What follows belongs to an exercise in optimizing a design on an open flow for small area; a production flow would make more cautious choices.
Function was checked by simulation only, so behaviour that the tests miss may differ from the original.
The clock input has no modelled driver; a real chip could not lean on it and would need a root buffer or a full tree.
No activity file was given, so power comes from the tool's default toggle rates.

### config.mk
export PLATFORM = sky130hd
export DESIGN_NAME = relojContadorAritmeticaMuxDisp7SegTLD
export DESIGN_NICKNAME = relojContadorAritmeticaMuxDisp7SegTLD
export VERILOG_FILES = /design/flow/design.v
export SDC_FILE = /design/flow/constraint.sdc
export NUM_CORES = 4
export LEC_CHECK = 0
export CAP_MARGIN = 20
export CORE_AREA = 2.3 2.72 57.5 57.12
export DIE_AREA = 0 0 60 60
export SLEW_MARGIN = 20
### constraint.sdc
create_clock -name core_clock -period 20.0 [get_ports {clkNexys2}]
set_input_delay 4.0000 -clock core_clock [delete_from_list [all_inputs] [get_ports {clkNexys2}]]
set_output_delay 4.0000 -clock core_clock [all_outputs]
set_load 0.01 [all_outputs]
### design.v
module divisorDeReloj(
    input relojNexys2,
    input rst,
    output pulsoReloj
    );
	reg [16:0] q;
	wire ceros = ~|q[15:0];
	always @(posedge relojNexys2, posedge rst)
	begin
		if (rst)
			q <= 17'h00204;
		else
			q <= {q[15:0], q[16] ^ q[13] ^ ceros};
	end
	assign pulsoReloj = ceros & ~q[16];
endmodule
module contadorSelector(
    input clk,
    input rst,
    input frecuenciaReloj,
    output [1:0] contador
    );
	reg [1:0] j;
	always @(posedge clk, posedge rst)
	begin
		if (rst)
			j <= 2'b00;
		else if (frecuenciaReloj)
			j <= {j[0], ~j[1]};
	end
	assign contador = j;
endmodule
module display7Seg(x, op, sel, an, seg);
  input [3:0] x;
  wire [3:0] x;
  input [1:0] op;
  wire [1:0] op;
  input [1:0] sel;
  wire [1:0] sel;
  output [3:0] an;
  wire [3:0] an;
  output [7:0] seg;
  wire [7:0] seg;
  wire _089_;
  wire _090_;
  wire _091_;
  wire _092_;
  wire _093_;
  wire _094_;
  wire _095_;
  wire _096_;
  wire _097_;
  wire _098_;
  wire _099_;
  wire _100_;
  wire _101_;
  wire _102_;
  wire _103_;
  wire _104_;
  wire _105_;
  wire _106_;
  wire _107_;
  wire _108_;
  wire _109_;
  wire _110_;
  wire _111_;
  wire _112_;
  wire _113_;
  wire _114_;
  wire _115_;
  wire _116_;
  wire _117_;
  wire _118_;
  wire _119_;
  wire _120_;
  wire _121_;
  wire _122_;
  wire _123_;
  wire _124_;
  wire _125_;
  wire _126_;
  wire _127_;
  wire _128_;
  wire _129_;
  wire _130_;
  wire _131_;
  wire _132_;
  wire _133_;
  wire _134_;
  wire _135_;
  wire _136_;
  wire _137_;
  wire _138_;
  wire _139_;
  wire _140_;
  wire _141_;
  wire _142_;
  wire _143_;
  wire _144_;
  wire _145_;
  wire _146_;
  wire _147_;
  wire _148_;
  wire _149_;
  wire _150_;
  wire _151_;
  wire _152_;
  wire _153_;
  wire _154_;
  wire _155_;
  wire _156_;
  wire _157_;
  wire _158_;
  wire _159_;
  wire _160_;
  wire _161_;
  wire _162_;
  wire _163_;
  wire _164_;
  wire _165_;
  wire _166_;
  wire _167_;
  wire _168_;
  wire _169_;
  wire _170_;
  wire _171_;
  wire _172_;
  wire _173_;
  wire _174_;
  wire _175_;
  wire _176_;
  wire _177_;
  wire _178_;
  wire _179_;
  wire _180_;
  wire _181_;
  wire _182_;
  wire _183_;
  wire _184_;
  wire _185_;
  wire _186_;
  wire _187_;
  wire _188_;
  wire _189_;
  wire _190_;
  wire _191_;
  wire _192_;
  wire _193_;
  wire _194_;
  wire _195_;
  wire _196_;
  wire _197_;
  wire _198_;
  wire _199_;
  wire _200_;
  wire _201_;
  wire _202_;
  wire _203_;
  wire _204_;
  wire _205_;
  wire _206_;
  wire _207_;
  wire _208_;
  wire _209_;
  wire _210_;
  wire _211_;
  wire _212_;
  wire _213_;
  wire _214_;
  wire _215_;
  wire _216_;
  wire _217_;
  wire _218_;
  wire _219_;
  wire _220_;
  wire _221_;
  wire _222_;
  wire _223_;
  wire _224_;
  wire _225_;
  wire _226_;
  wire _227_;
  wire _228_;
  wire _229_;
  wire _230_;
  wire _231_;
  wire _232_;
  wire _233_;
  wire _234_;
  wire _235_;
  wire _236_;
  wire _237_;
  wire _238_;
  wire _239_;
  wire _240_;
  wire _241_;
  wire _242_;
  wire _243_;
  wire _244_;
  wire _245_;
  wire _246_;
  wire _247_;
  wire _248_;
  wire _249_;
  wire _250_;
  wire _251_;
  wire _252_;
  wire _253_;
  wire _254_;
  wire _255_;
  wire _256_;
  wire _257_;
  wire _258_;
  wire _259_;
  wire _260_;
  wire _261_;
  wire _262_;
  wire _263_;
  wire _264_;
  wire _265_;
  wire _266_;
  wire _267_;
  wire _268_;
  wire _269_;
  wire _270_;
  wire _271_;
  wire _272_;
  wire _273_;
  wire _274_;
  wire _275_;
  wire _276_;
  wire _277_;
  wire _278_;
  wire _279_;
  wire _280_;
  wire _281_;
  wire _282_;
  wire _283_;
  wire _284_;
  wire _285_;
  wire _286_;
  wire _287_;
  wire _288_;
  wire _289_;
  wire _290_;
  wire _291_;
  wire _292_;
  wire _293_;
  wire _294_;
  wire _295_;
  wire _296_;
  wire _297_;
  wire _298_;
  wire _299_;
  wire _300_;
  wire _301_;
  wire _302_;
  wire _303_;
  wire _304_;
  wire _305_;
  wire _306_;
  wire _307_;
  wire _308_;
  wire _309_;
  wire _310_;
  wire _311_;
  wire _312_;
  wire _313_;
  wire _314_;
  wire _315_;
  wire _316_;
  wire _317_;
  wire _318_;
  wire _319_;
  wire _320_;
  wire _321_;
  wire _322_;
  wire _323_;
  wire _324_;
  wire _325_;
  wire _326_;
  wire _327_;
  wire _328_;
  wire _329_;
  wire _330_;
  wire _331_;
  wire _332_;
  wire _333_;
  wire _334_;
  wire _335_;
  wire _336_;
  wire _337_;
  wire _338_;
  wire _339_;
  wire _340_;
  wire _341_;
  wire _342_;
  wire _343_;
  wire _344_;
  wire _345_;
  wire _346_;
  wire _347_;
  wire _348_;
  wire _349_;
  wire _350_;
  wire _351_;
  wire _352_;
  wire _353_;
  wire _354_;
  wire _355_;
  wire _356_;
  wire _357_;
  wire _358_;
  wire _359_;
  wire _360_;
  wire _361_;
  wire _362_;
  wire _363_;
  wire _364_;
  wire _365_;
  wire _366_;
  wire _367_;
  wire _368_;
  wire _369_;
  wire _370_;
  wire _371_;
  wire _372_;
  wire _373_;
  wire _374_;
  wire _375_;
  wire _376_;
  wire _377_;
  wire _378_;
  wire _379_;
  wire _380_;
  wire _381_;
  wire _382_;
  wire _383_;
  wire _384_;
  wire _385_;
  wire _386_;
  wire _387_;
  wire _388_;
  wire _389_;
  wire _390_;
  wire _391_;
  wire _392_;
  wire _393_;
  wire _394_;
  wire _395_;
  wire _396_;
  wire _397_;
  wire _398_;
  wire _399_;
  wire _400_;
  wire _401_;
  wire _402_;
  wire _403_;
  wire _404_;
  wire _405_;
  wire _406_;
  wire _407_;
  wire _408_;
  wire _409_;
  wire _410_;
  wire _411_;
  wire _412_;
  wire _413_;
  assign _231_ = ~sel[1];
  assign _229_ = _259_ | _260_;
  assign _259_ = ~_231_;
  assign _260_ = ~sel[0];
  assign _151_ = _261_ | _262_;
  assign _261_ = ~sel[0];
  assign _262_ = ~_229_;
  assign _223_ = ~sel[0];
  assign _190_ = _263_ | _264_;
  assign _263_ = ~_231_;
  assign _264_ = ~_223_;
  assign _216_ = ~x[1];
  assign _176_ = _265_ & _266_;
  assign _265_ = ~x[3];
  assign _266_ = ~_216_;
  assign _208_ = _267_ | _268_;
  assign _267_ = ~x[3];
  assign _268_ = ~_216_;
  assign _195_ = _269_ | _270_;
  assign _269_ = ~x[2];
  assign _270_ = ~_208_;
  assign _201_ = ~op[0];
  assign _275_ = _271_ & _272_;
  assign _276_ = _275_ | _273_;
  assign _196_ = _276_ | _274_;
  assign _271_ = ~_231_;
  assign _272_ = ~x[3];
  assign _273_ = ~op[1];
  assign _274_ = ~_201_;
  assign _280_ = _277_ & _278_;
  assign _134_ = _280_ & _279_;
  assign _277_ = ~_223_;
  assign _278_ = ~_195_;
  assign _279_ = ~_196_;
  assign _189_ = ~x[0];
  assign _187_ = _281_ & _282_;
  assign _281_ = ~_189_;
  assign _282_ = ~_190_;
  assign _181_ = ~_187_;
  assign _286_ = _283_ & _284_;
  assign _164_ = _286_ & _285_;
  assign _283_ = ~op[1];
  assign _284_ = ~_201_;
  assign _285_ = ~sel[1];
  assign _178_ = _287_ & _288_;
  assign _287_ = ~x[2];
  assign _288_ = ~_181_;
  assign _175_ = ~_178_;
  assign _293_ = _289_ & _290_;
  assign _294_ = _291_ & _292_;
  assign _170_ = _293_ | _294_;
  assign _289_ = ~_175_;
  assign _290_ = ~_176_;
  assign _291_ = ~_223_;
  assign _292_ = ~x[3];
  assign _298_ = _295_ & _296_;
  assign _165_ = _298_ & _297_;
  assign _295_ = ~sel[1];
  assign _296_ = ~_196_;
  assign _297_ = ~_170_;
  assign _303_ = _299_ & _300_;
  assign _304_ = _301_ & _302_;
  assign _107_ = _303_ | _304_;
  assign _299_ = ~_223_;
  assign _300_ = ~_165_;
  assign _301_ = ~_164_;
  assign _302_ = ~_165_;
  assign _123_ = _305_ | _306_;
  assign _305_ = ~_208_;
  assign _306_ = ~_175_;
  assign _152_ = _307_ & _308_;
  assign _307_ = ~x[2];
  assign _308_ = ~_208_;
  assign _148_ = _309_ & _310_;
  assign _309_ = ~_151_;
  assign _310_ = ~_152_;
  assign _315_ = _311_ & _312_;
  assign _316_ = _313_ & _314_;
  assign _128_ = _315_ | _316_;
  assign _311_ = ~_195_;
  assign _312_ = ~_187_;
  assign _313_ = ~_148_;
  assign _314_ = ~_187_;
  assign _321_ = _317_ & _318_;
  assign _322_ = _321_ & _319_;
  assign _136_ = _322_ & _320_;
  assign _317_ = ~x[2];
  assign _318_ = ~_208_;
  assign _319_ = ~_229_;
  assign _320_ = ~x[0];
  assign _137_ = ~_195_;
  assign _326_ = _323_ & _324_;
  assign _130_ = _326_ | _325_;
  assign _323_ = ~_136_;
  assign _324_ = ~_137_;
  assign _325_ = ~_164_;
  assign _131_ = _327_ | _328_;
  assign _327_ = ~_189_;
  assign _328_ = ~_134_;
  assign _334_ = _329_ & _330_;
  assign _335_ = _331_ & _332_;
  assign _336_ = _334_ | _335_;
  assign _124_ = _336_ | _333_;
  assign _329_ = ~_223_;
  assign _330_ = ~_130_;
  assign _331_ = ~_196_;
  assign _332_ = ~_128_;
  assign _333_ = ~_131_;
  assign _340_ = _337_ & _338_;
  assign _108_ = _340_ & _339_;
  assign _337_ = ~_123_;
  assign _338_ = ~_124_;
  assign _339_ = ~_176_;
  assign _347_ = _341_ & _342_;
  assign _348_ = _343_ & _344_;
  assign _349_ = _345_ & _346_;
  assign _350_ = _347_ | _348_;
  assign _114_ = _350_ | _349_;
  assign _341_ = ~_229_;
  assign _342_ = ~_136_;
  assign _343_ = ~_137_;
  assign _344_ = ~_136_;
  assign _345_ = ~_189_;
  assign _346_ = ~_136_;
  assign _354_ = _351_ & _352_;
  assign _109_ = _354_ & _353_;
  assign _351_ = ~sel[1];
  assign _352_ = ~_196_;
  assign _353_ = ~_114_;
  assign _357_ = _355_ & _356_;
  assign _104_ = _357_ | _109_;
  assign _355_ = ~_107_;
  assign _356_ = ~_108_;
  assign _361_ = _358_ & _359_;
  assign _172_ = _361_ | _360_;
  assign _358_ = ~_208_;
  assign _359_ = ~_181_;
  assign _360_ = ~_104_;
  assign _092_ = _362_ & _363_;
  assign _362_ = ~_165_;
  assign _363_ = ~_134_;
  assign _094_ = _364_ | _365_;
  assign _364_ = ~_114_;
  assign _365_ = ~_164_;
  assign _371_ = _366_ & _367_;
  assign _372_ = _371_ & _368_;
  assign _373_ = _369_ & _370_;
  assign _254_ = _372_ | _373_;
  assign _366_ = ~_189_;
  assign _367_ = ~_176_;
  assign _368_ = ~_092_;
  assign _369_ = ~_170_;
  assign _370_ = ~_094_;
  assign _225_ = ~_254_;
  assign _111_ = _374_ | _375_;
  assign _374_ = ~_172_;
  assign _375_ = ~_225_;
  assign _380_ = _376_ & _377_;
  assign _381_ = _378_ & _379_;
  assign _243_ = _380_ | _381_;
  assign _376_ = ~_176_;
  assign _377_ = ~_111_;
  assign _378_ = ~_134_;
  assign _379_ = ~_111_;
  assign _386_ = _382_ & _383_;
  assign _387_ = _384_ & _385_;
  assign _206_ = _386_ | _387_;
  assign _382_ = ~sel[1];
  assign _383_ = ~_109_;
  assign _384_ = ~_223_;
  assign _385_ = ~_109_;
  assign _393_ = _388_ & _389_;
  assign _394_ = _393_ & _390_;
  assign _395_ = _394_ & _391_;
  assign _237_ = _395_ | _392_;
  assign _388_ = ~_152_;
  assign _389_ = ~_178_;
  assign _390_ = ~_172_;
  assign _391_ = ~_225_;
  assign _392_ = ~_206_;
  assign _399_ = _396_ & _397_;
  assign _242_ = _399_ & _398_;
  assign _396_ = ~_124_;
  assign _397_ = ~_254_;
  assign _398_ = ~_237_;
  assign _245_ = _400_ & _401_;
  assign _400_ = ~_243_;
  assign _401_ = ~_242_;
  assign _406_ = _402_ & _403_;
  assign _407_ = _404_ & _405_;
  assign _252_ = _406_ | _407_;
  assign _402_ = ~_243_;
  assign _403_ = ~_245_;
  assign _404_ = ~_242_;
  assign _405_ = ~_245_;
  assign _248_ = _408_ & _409_;
  assign _408_ = ~_104_;
  assign _409_ = ~_242_;
  assign _251_ = _124_ | _252_;
  assign _413_ = _410_ & _411_;
  assign _255_ = _413_ & _412_;
  assign _410_ = ~_104_;
  assign _411_ = ~_242_;
  assign _412_ = ~_124_;
  assign _089_ = _225_;
  assign _090_ = _189_;
  assign _091_ = _176_;
  assign _093_ = _170_;
  assign _095_ = _254_;
  assign _096_ = _114_;
  assign _097_ = _164_;
  assign _098_ = _094_;
  assign _099_ = _165_;
  assign _100_ = _134_;
  assign _101_ = _092_;
  assign _102_ = _208_;
  assign _103_ = _181_;
  assign _105_ = _172_;
  assign _106_ = _243_;
  assign _110_ = _104_;
  assign _112_ = sel[1];
  assign _113_ = _196_;
  assign _115_ = _109_;
  assign _116_ = _134_;
  assign _117_ = _229_;
  assign _118_ = _137_;
  assign _119_ = _189_;
  assign _120_ = _136_;
  assign _121_ = _114_;
  assign _122_ = _176_;
  assign _125_ = _176_;
  assign _126_ = _108_;
  assign _127_ = _196_;
  assign _129_ = _223_;
  assign _132_ = _124_;
  assign _133_ = _189_;
  assign _135_ = _131_;
  assign _138_ = _164_;
  assign _139_ = _130_;
  assign _140_ = _195_;
  assign _141_ = _137_;
  assign _142_ = x[2];
  assign _143_ = _208_;
  assign _144_ = _229_;
  assign _145_ = x[0];
  assign _146_ = _136_;
  assign _147_ = _195_;
  assign _149_ = _187_;
  assign _150_ = _128_;
  assign _153_ = _148_;
  assign _154_ = _206_;
  assign _155_ = x[2];
  assign _156_ = _208_;
  assign _157_ = _152_;
  assign _158_ = _109_;
  assign _159_ = _208_;
  assign _160_ = _175_;
  assign _161_ = _123_;
  assign _162_ = _223_;
  assign _163_ = _223_;
  assign _166_ = _107_;
  assign _167_ = sel[1];
  assign _168_ = sel[1];
  assign _169_ = _196_;
  assign _171_ = _165_;
  assign _173_ = _223_;
  assign _174_ = x[3];
  assign _177_ = _170_;
  assign _179_ = _175_;
  assign _180_ = x[2];
  assign _182_ = _178_;
  assign _183_ = op[1];
  assign _184_ = _201_;
  assign _185_ = sel[1];
  assign _186_ = _164_;
  assign _188_ = _181_;
  assign _191_ = _187_;
  assign _192_ = x[0];
  assign _193_ = _189_;
  assign _194_ = _223_;
  assign _197_ = _134_;
  assign _198_ = _231_;
  assign _199_ = x[3];
  assign _200_ = op[1];
  assign _202_ = _196_;
  assign _203_ = _237_;
  assign _204_ = op[0];
  assign _205_ = _201_;
  assign _207_ = x[2];
  assign _209_ = _195_;
  assign _210_ = _225_;
  assign _211_ = x[3];
  assign _212_ = _216_;
  assign _213_ = _208_;
  assign _214_ = _172_;
  assign _215_ = x[3];
  assign _217_ = _176_;
  assign _218_ = _178_;
  assign _219_ = x[1];
  assign _220_ = _216_;
  assign _221_ = _152_;
  assign _222_ = _231_;
  assign _224_ = _190_;
  assign _226_ = sel[0];
  assign _227_ = _223_;
  assign _228_ = sel[0];
  assign _230_ = _151_;
  assign _232_ = sel[0];
  assign _233_ = _229_;
  assign _234_ = sel[1];
  assign _235_ = _231_;
  assign _236_ = _242_;
  assign _238_ = _254_;
  assign _239_ = _124_;
  assign _240_ = _111_;
  assign _241_ = _245_;
  assign _244_ = _252_;
  assign _246_ = _242_;
  assign _247_ = _243_;
  assign _249_ = _242_;
  assign _250_ = _104_;
  assign _253_ = _124_;
  assign _256_ = _124_;
  assign _257_ = _242_;
  assign _258_ = _104_;
  assign seg = { _252_, _237_, _255_, _252_, _251_, _248_, _243_, 1'h1 };
  assign an = { _151_, _229_, _190_, 1'h1 };
endmodule
module relojContadorAritmeticaMuxDisp7SegTLD(
    input [3:0] numBinario,
    input [1:0] seleccionarOperacion,
    input clkNexys2,
    input Reset,
    output [3:0] leds,
    output [7:0] ledsDisplay,
    output [3:0] anodoComun
    );
	assign leds = numBinario;
	wire pulso;
	wire [1:0] selector;
	divisorDeReloj frecuenciaReloj(.relojNexys2(clkNexys2), .rst(Reset), .pulsoReloj(pulso));
	contadorSelector selectorDisplay(.clk(clkNexys2), .rst(Reset), .frecuenciaReloj(pulso), .contador(selector));
	display7Seg mostrarDigito(.x(numBinario), .op(seleccionarOperacion), .sel(selector), .an(anodoComun), .seg(ledsDisplay));
endmodule
### flow/run.sh
#!/bin/bash
# Own layout flow: the standard flow (standard.sh) with these changes:
#  - synthesis runs the standard flow's synthesis script unchanged, except that Yosys's abc call
#    uses the area-oriented ABC script in flow/area.abc instead of ORFS's speed script,
#    and Yosys does not map half/full adders to adder cells before ABC;
#  - port buffers are the smallest buffer cell (buf_1) instead of ORFS's default choice;
#  - the two constant outputs share one tie cell (SKIP_REPAIR_TIE_FANOUT=1);
#  - after CTS, the clock tree's leaf buffers are removed and its root buffer, resized to
#    buf_6, drives all 19 flip-flops directly (flow/one_clock_buffer.tcl). Every flip-flop
#    then gets the clock through the same single buffer.
# Each tool's full output stays in this folder: *.log here, per-step logs in orfs/logs.
set -euo pipefail
here=$(pwd)
{
  echo "set ::my_abc_script $here/flow/area.abc"
  cat "$here/flow/abc_override.tcl"
  cat "$here/synth_recipe.tcl"
} > "$here/own_synth.tcl"
export BUFFER_PORTS_ARGS="-buffer_cell sky130_fd_sc_hd__buf_1"
export CTS_ARGS="-sink_clustering_enable -repair_clock_nets -dont_use_dummy_load -sink_clustering_size 30 -sink_clustering_max_diameter 300 -root_buf sky130_fd_sc_hd__clkbuf_4 -buf_list sky130_fd_sc_hd__clkbuf_4"
args=(SYNTH_SCRIPT="$here/own_synth.tcl" ADDER_MAP_FILE= SKIP_REPAIR_TIE_FANOUT=1)
bash standard.sh "${args[@]}" cts > "$here/standard_to_cts.log" 2>&1
export RESULTS_DIR="$here/orfs/results/$FLOW_PLATFORM/relojContadorAritmeticaMuxDisp7SegTLD/base"
export CLOCK_PORT=clkNexys2
export ROOT_CLOCK_BUFFER=${ROOT_CLOCK_BUFFER:-sky130_fd_sc_hd__buf_6}
openroad -no_init -exit "$here/flow/one_clock_buffer.tcl" > "$here/one_clock_buffer.log" 2>&1
bash standard.sh "${args[@]}" finish > "$here/standard_finish.log" 2>&1
### flow/abc_override.tcl
# Run Yosys's abc with our own ABC script in place of the one ORFS passes.
proc abc {args} {
  set i [lsearch -exact $args -script]
  if { $i >= 0 } {
    lset args [expr { $i + 1 }] $::my_abc_script
  }
  yosys abc {*}$args
}
### flow/area.abc
strash
dch -f
amap
topo
### flow/one_clock_buffer.tcl
# After CTS: replace the two-level clock tree (root buffer feeding leaf buffers) by the
# root buffer alone, resized to ROOT_CLOCK_BUFFER, driving every clock sink. The clock port still feeds
# only the root buffer's input.
set results $::env(RESULTS_DIR)
read_db $results/4_cts.odb
set db [ord::get_db]
set block [ord::get_db_block]
set port_net [$block findNet $::env(CLOCK_PORT)]
set root ""
foreach it [$port_net getITerms] {
  set inst [$it getInst]
  if { [string match "*clkbuf*" [[$inst getMaster] getName]] } { set root $inst }
}
if { $root == "" } { error "no root clock buffer" }
set root_net [[$root findITerm X] getNet]
foreach it [$root_net getITerms] {
  set inst [$it getInst]
  if { $inst == $root } { continue }
  if { ![string match "*clkbuf*" [[$inst getMaster] getName]] } { continue }
  set leaf_net [[$inst findITerm X] getNet]
  foreach sink [$leaf_net getITerms] {
    if { [$sink getInst] == $inst } { continue }
    $sink disconnect
    $sink connect $root_net
  }
  puts "removing leaf clock buffer [$inst getName]"
  odb::dbInst_destroy $inst
  odb::dbNet_destroy $leaf_net
}
$root swapMaster [$db findMaster $::env(ROOT_CLOCK_BUFFER)]
detailed_placement
check_placement -verbose
write_db $results/4_cts.odb
### standard.sh
#!/bin/bash
# synth_recipe.tcl (not shown) runs the flow's synth.tcl, then flattens the netlist and writes it again
# the make line also repeats each setting of config.mk as NAME=value (left out here)
make -C /OpenROAD-flow-scripts/flow DESIGN_CONFIG=/design/flow/config.mk WORK_HOME=/design/flow/orfs CLKGATE_MAP_FILE= SYNTH_SCRIPT=/design/flow/synth_recipe.tcl "${@:-finish}"
==> flow_summary.toml <==
[cells_and_area]
fillers = 334
area.growth.synth_to_final_pct = 1.245
multi_input_area_um2 = 272.8
final_cells = 134
layout-drive-gt1-share = 0.02970
finish.net_count = 111
final_area_um2 = 915.9
n_antenna_cell = 0
seq_area_um2 = 478.0
final_core_util = 0.3050

[worst_setup_path]
crit_chain = "buf_1 > nand2_1 > nor4_1 > o21ai_0 > o221ai_1 > nor3_1 > o21ai_0 > o21a_1 > nand3_1 > o211ai_1 > nor3_1 > nor2_1 > a21oi_1 > or2_0 > buf_1"
cp.arrival_ns = 6.74
required_ns = 16.00
start_kind = "input port"
crit_slowest_cell = "nor4_1"
crit_type = "in -> out"
cp.buffers_inverters = 2
crit_family = "simple AND/OR/NAND/NOR gates"
max_stage_delay_ns = 0.40
endpoint_kind = "primary output"
critPathMaxFanout = 5

[global_route]
grt-ovfl-total = 0
grt_start_max_net_pins = 20
grt_pass1_wl_mm = 2.532
antenna_found_initial = 0
first_global_vias = 571
grt.total_usage = 0.1042

[placement]
dpl.cell_count = 133
hpwl_mm = 1.241
numPortBuffers = 21
placed_cell_area_um2 = 904.6
gp_congestion = 1.025

[cts]
cts_resized = 0
holdBufCountCts = 0
cts_sinks = 19
cts_setup_buffers = 0
clk_latency_ns = 0.13
clkTransAtPathRegs_ns = 0.11

[yosys]
synth_compound_area_frac = 0.1231
yosys-top-cells-area = "dfrtp_1 (47%), buf_4 (13%), dfstp_2 (5.8%), clkinv_1 (3.7%), nor2_1 (3.7%)"
yosys_most_used_dff = "dfrtp_1"
postSynthCellCount = 95
synth_top_family_by_area = "simple AND/OR/NAND/NOR gates"
synth_cell_types = 24
ys_ff_latch = 19
yosysWarnings = 2
netlist_area_um2 = 904.6
synth_edf_count = 0
synth.top_cell.area_share = 0.4703
yosysTopAreaCell = "dfrtp_1"
synth_mux_area_frac = 0
yosysMostFrequentCell = "dfrtp_1"
synth-xor-area-share = 0
synthSimpleGateAreaFrac = 0.1743
synthTopCellsByCount = "dfrtp_1 (17), buf_4 (16), clkinv_1 (9), nor2_1 (9), nand2_1 (7)"
async_flop_share = 1.000
avgSynthCellArea_um2 = 9.522
synth-seq-area-share = 0.5284
synth_fp_nets = 103
synth_fa_ha_area_frac = 0

[pwr]
p_int_uw = 45.00
ir_drop_mv = 0.04819
power_density_nw_per_um2 = 64.63
p_seq_frac = 0.649
p_sw_frac = 0.2397
p_clk_frac = 0.209
power.switching_uw = 14.19
p_comb_frac = 0.142
p_leak_nw = 0.3650

[timing]
setup_tns_ns = 0
slew_viol_final = 0
setup_viol = 0
fin_skew_ns = 0.002716
finalHoldViolations = 0
rsz0062_at_grt = "no"
fin_crit_sh = 0.5371
period_needed_ns = 10.74
relSlewSlack = 0.5911
worst_pin_slew_ns = 0.6095
max_freq_ghz = 0.09309

[drt]
via_per_inst = 5.194
drt_wl_total_mm = 1.589
via_count = 696
drtIter0Drc = 85
dr.pass1.iters = 4
post_drt_wl_per_cell_um = 11.86
final_antenna_net_count = 0
drc = 0

[die]
io_pins = 24
die_area_um2 = 3600
core_area_um2 = 3003
die_x_um = 60
start_util = 0.3013
dieHeight_um = 60
row_count = 20

[min_path]
hp-class = "reg -> reg"

[outcome]
outcome = "finished clean"

[job]
drv_cap = 0
final cells by class:
class / count / area share
clock buffers: 1 / 0.01230
inverters: 9 / 0.03689
multi-input cells: 51 / 0.2978
flip-flops and latches: 19 / 0.5219
well taps: 33 / 0.04508
repair buffers: 21 / 0.08607
cells by family after synthesis:
logic type	Yosys count
compound gates	17
buf+inv	25
flops	19
simple gates	33
other cells	1
placed cells by master (no fill, tap or decap):
cell type / count
conb_1: 1
a211oi_1: 2
dfstp_2: 2
nand3_1: 3
nor4_1: 5
dfrtp_1: 17
o211ai_1: 2
nor2_1: 9
clkinv_1: 9
a31oi_1: 1
nor3_1: 5
or3_1: 1
buf_1: 21
o31a_1: 1
buf_6: 1
o221ai_1: 1
o21a_1: 1
or2_0: 1
o31ai_1: 1
nand2_1: 7
nand4_1: 1
o22ai_1: 2
o21ai_0: 2
a21oi_1: 4
nor3b_1: 1
sequential cells by signal, indices dropped and copies added, names as in the netlist:
signal and cells:
selectorDisplay.j 2, frecuenciaReloj.q 17
power by group through the flow:
stage / registers, mW / logic [mW] / clock network (mW)
floorplan: 0.0391 / 0.00872 / 0
global placement: 0.0391 / 0.00818 / 0
detailed placement: 0.0391 / 0.00845 / 0
CTS: 0.0384 / 0.00845 / 0.0176
global route: 0.0384 / 0.00952 / 0.0143
finish: 0.0384 / 0.00843 / 0.0124
through the flow:
| stage | hold slack [ns] | power (mW) | setup slack (ns) |
|---|---|---|---|
| 2_1_floorplan | 0.3540 | 0.04787 | 9.904 |
| 5_1_grt | 0.4008 | 0.06229 | 8.990 |
| 3_5_place_dp | 0.3601 | 0.04760 | 9.313 |
| 6_report | 0.3891 | 0.05919 | 9.258 |
| 3_3_place_gp | 0.3601 | 0.04733 | 9.506 |
| 4_1_cts | 0.3864 | 0.06442 | 9.307 |
worst paths after layout:
kind                                         end                  from  depth (start not counted)  slack (ns)
max                               ledsDisplay[3]         numBinario[3]                         15        9.26
min                         frecuenciaReloj.q[2]  frecuenciaReloj.q[1]                          0        0.39
max reg2reg                 selectorDisplay.j[1]  frecuenciaReloj.q[7]                          5       18.56
min reg2reg                 frecuenciaReloj.q[2]  frecuenciaReloj.q[1]                          0        0.39
max in group asynchronous   frecuenciaReloj.q[9]                 Reset                          2       15.85
min in group asynchronous  frecuenciaReloj.q[14]                 Reset                          2        3.82
layer usage:
metal,GRT usage,share of wire
met1,0.1323,0.43
met4,0.02540,0.014
met3,0.01299,0.062
met2,0.1863,0.49
met5,0,0

re-timing with driven ports:
The results above use ideal ports. As a check the final layout listed here was re-extracted and re-timed, cells and wires unchanged. Step 1 sets driving cells, clkbuf_16 on the clock port and buf_2 on the other inputs (assumed; they add their load-dependent delay and slew). Step 2 moves the port delays by t, midway between the first and last clock arrival at a register: inputs arrive t later, outputs are due t later. That takes back most of the time a late clock gives input paths. Slacks: ideal ports / drivers / drivers and shift; pairs: ideal ports / drivers.
shift t [ns]: 0.155
setup slack, ns: 9.258 / 9.233 / 9.233
hold WS [ns]: 0.389 / 0.389 / 0.389
worst slew at a driven data input, ns: 0.03
pins driven straight from the clock port: 1
After both steps setup and hold are still met in this run. The setup slack of this run moves by -0.025 ns with the drivers and by -0.025 ns with both steps.
